What follows belongs to an exercise in optimizing a design on an open flow for small area and a short achievable clock period; a production flow would make more cautious choices. In this exercise RTL edits were held to simulation tests only and were not proved equivalent to the original. Power figures rest on the tool's default switching activity, not on a simulated workload.

// alu
module alu(instr,clk,rst,alucon,result,zero,so1,so2);
input [31:0] instr;
input clk;
input rst;
output [3:0] alucon;
output zero;
output reg [31:0] so1;
output reg [31:0] so2;
output [31:0] result;
  reg [2:0] ac;
  assign alucon = {1'b0, ac};
  reg [31:0] s0, s1, s2, s3, s4, s5, s6, s7;
  reg [32*27-1:0] mem;   
  reg        pend;       
  reg [2:0]  pend_rd;    
  reg        pend_ld;    
  reg [4:0]  maddr;      
  reg        mok;        
  reg [26:0] lsel;       
  reg        st;         
  reg [31:0] sdr;        
  reg [31:0] row0;
  reg [31:0] row1;
  reg [31:0] row2;
  reg [31:0] row3;
  reg cin;
  wire ps1 = row0[0] ^ row1[0];
  wire pc2 = row0[0] & row1[0];
  wire ph5 = row0[1] ^ row1[1];
  wire ps3 = ph5 ^ row2[1];
  wire pc4 = ph5 ? row2[1] : row0[1];
  wire ph8 = row0[2] ^ row1[2];
  wire ps6 = ph8 ^ row2[2];
  wire pc7 = ph8 ? row2[2] : row0[2];
  wire ph11 = row0[3] ^ row1[3];
  wire ps9 = ph11 ^ row2[3];
  wire pc10 = ph11 ? row2[3] : row0[3];
  wire ph14 = row0[4] ^ row1[4];
  wire ps12 = ph14 ^ row2[4];
  wire pc13 = ph14 ? row2[4] : row0[4];
  wire ph17 = row0[5] ^ row1[5];
  wire ps15 = ph17 ^ row2[5];
  ...
For scale: ~140 I/O pins, ~70000 um^2 of cells after synthesis.
Settings: LEC_CHECK=0, ABC_AREA=1, CAP_MARGIN=20, CORE_MARGIN=2, CORE_UTILIZATION=65, CTS_CLUSTER_DIAMETER=80, CTS_CLUSTER_SIZE=20, PLACE_DENSITY=0.8, SLEW_MARGIN=20; clock period 16.0 ns.
standard.sh (not shown) runs the stock make flow with config.mk's settings and CLKGATE_MAP_FILE= SYNTH_SCRIPT=/design/flow/synth_recipe.tcl, a recipe that flattens the netlist after the stock synthesis.
==> flow/flow/run.sh <==
#!/bin/bash
# Layout flow: the standard ORFS flow (standard synthesis, floorplan,
# placement, CTS, routing) with a larger setup-slack target for the timing
# repair steps, so that the repair keeps improving paths that already meet
# the 16 ns clock. The clock, I/O delays and all constraints are the standard flow's.
# Synthesis is the standard script with ADDER_MAP_FILE empty, so that
# full and half adders are mapped as ordinary gates rather than as the
# (slower) fa/ha cells; registers are unaffected.
set -euo pipefail
MARGIN=9
TNS=10
sed -e "s/\"\${@:-finish}\"/SETUP_SLACK_MARGIN=$MARGIN TNS_END_PERCENT=$TNS ADDER_MAP_FILE= \"\${@:-finish}\"/" standard.sh > standard_margin.sh
grep -q "SETUP_SLACK_MARGIN=$MARGIN TNS_END_PERCENT=$TNS ADDER_MAP_FILE=" standard_margin.sh
bash standard_margin.sh > standard.log 2>&1
The baseline completed with no timing, DRC or antenna violations.
Next try:
CORE_UTILIZATION = 55   (was 65)
PLACE_DENSITY = 0.7   (was 0.8)
- routed wire length barely changes
- core utilization fell by 11 points
- design area went up by 0.88%
- first-iteration DRC count is lower by 18%
- non-clock buffer count went down by 4
- cell count went up by 2.8%
- setup slack gains 0.15 ns
- sequential cell count stays the same
- global-route usage came out lower by 6.9 points
- die area came out higher by 18%
Next try:
==> flow/flow/run.sh (replaced) <==
#!/bin/bash
# Layout flow: the standard ORFS flow (standard synthesis, floorplan,
# placement, CTS, routing) with these changes:
# - a larger setup-slack target for the timing repair steps, so that the
#   repair keeps improving paths that already meet the 16 ns clock (the
#   clock, I/O delays and all constraints are the standard flow's);
# - synthesis is the standard script with ADDER_MAP_FILE empty, so that
#   full and half adders are mapped as ordinary gates rather than as the
#   (slower) fa/ha cells; registers are unaffected;
# - every input and output port is still buffered, with buf_4 cells instead
#   of the default choice (a clkdlybuf4s50 delay cell on the outputs).
set -euo pipefail
MARGIN=9
TNS=10
sed -e "s/\"\${@:-finish}\"/SETUP_SLACK_MARGIN=$MARGIN TNS_END_PERCENT=$TNS ADDER_MAP_FILE= 'BUFFER_PORTS_ARGS=-buffer_cell sky130_fd_sc_hd__buf_4' \"\${@:-finish}\"/" standard.sh > standard_margin.sh
grep -q "SETUP_SLACK_MARGIN=$MARGIN TNS_END_PERCENT=$TNS ADDER_MAP_FILE= 'BUFFER_PORTS_ARGS=-buffer_cell sky130_fd_sc_hd__buf_4'" standard_margin.sh
bash standard_margin.sh > standard.log 2>&1
Hold slack got worse by 0.031 ns. Die area is unchanged. Final area drops by 0.77%. Maximum frequency went up by 2.3%. Final cell count is about the same. Worst setup slack gains 0.16 ns. Clock power drops by about 2%. Global-route usage drops by 0.75 points. Power went down by 0.39%. Non-clock buffer count fell by 18.

[separate check: timing with driven ports]
In the flow no input, the clock included, has a driving cell. The finished layouts below were timed again as built, in two steps.
Step 1 assumes that a clkbuf_16 drives the clock port and a buf_2 every other input.
Step 2 times the ports against the registers' clock, not the clock port: input delays grow and output delays shrink by t, the midpoint of the rising clock arrivals with the driver on.
a / b / c = ideal / step 1 / step 2; a / b = the first two.
| run | t, ns | slack for setup (ns) | hold WS [ns] | pins driven straight from the clock port |
|---|---|---|---|---|
| the first run | 0.786 | 8.712 / 8.764 / 7.978 | 0.576 / 0.576 / 0.576 | 1 |
| the second run | 0.809 | 8.863 / 8.785 / 8.151 | 0.614 / 0.614 / 0.614 | 1 |
| the third run | 0.802 | 9.020 / 9.003 / 8.267 | 0.583 / 0.583 / 0.583 | 1 |
After both steps setup and hold are still met in every run listed. For the third run, which loses most, drivers alone change the setup slack by -0.017 ns; drivers and shift together by -0.753 ns.
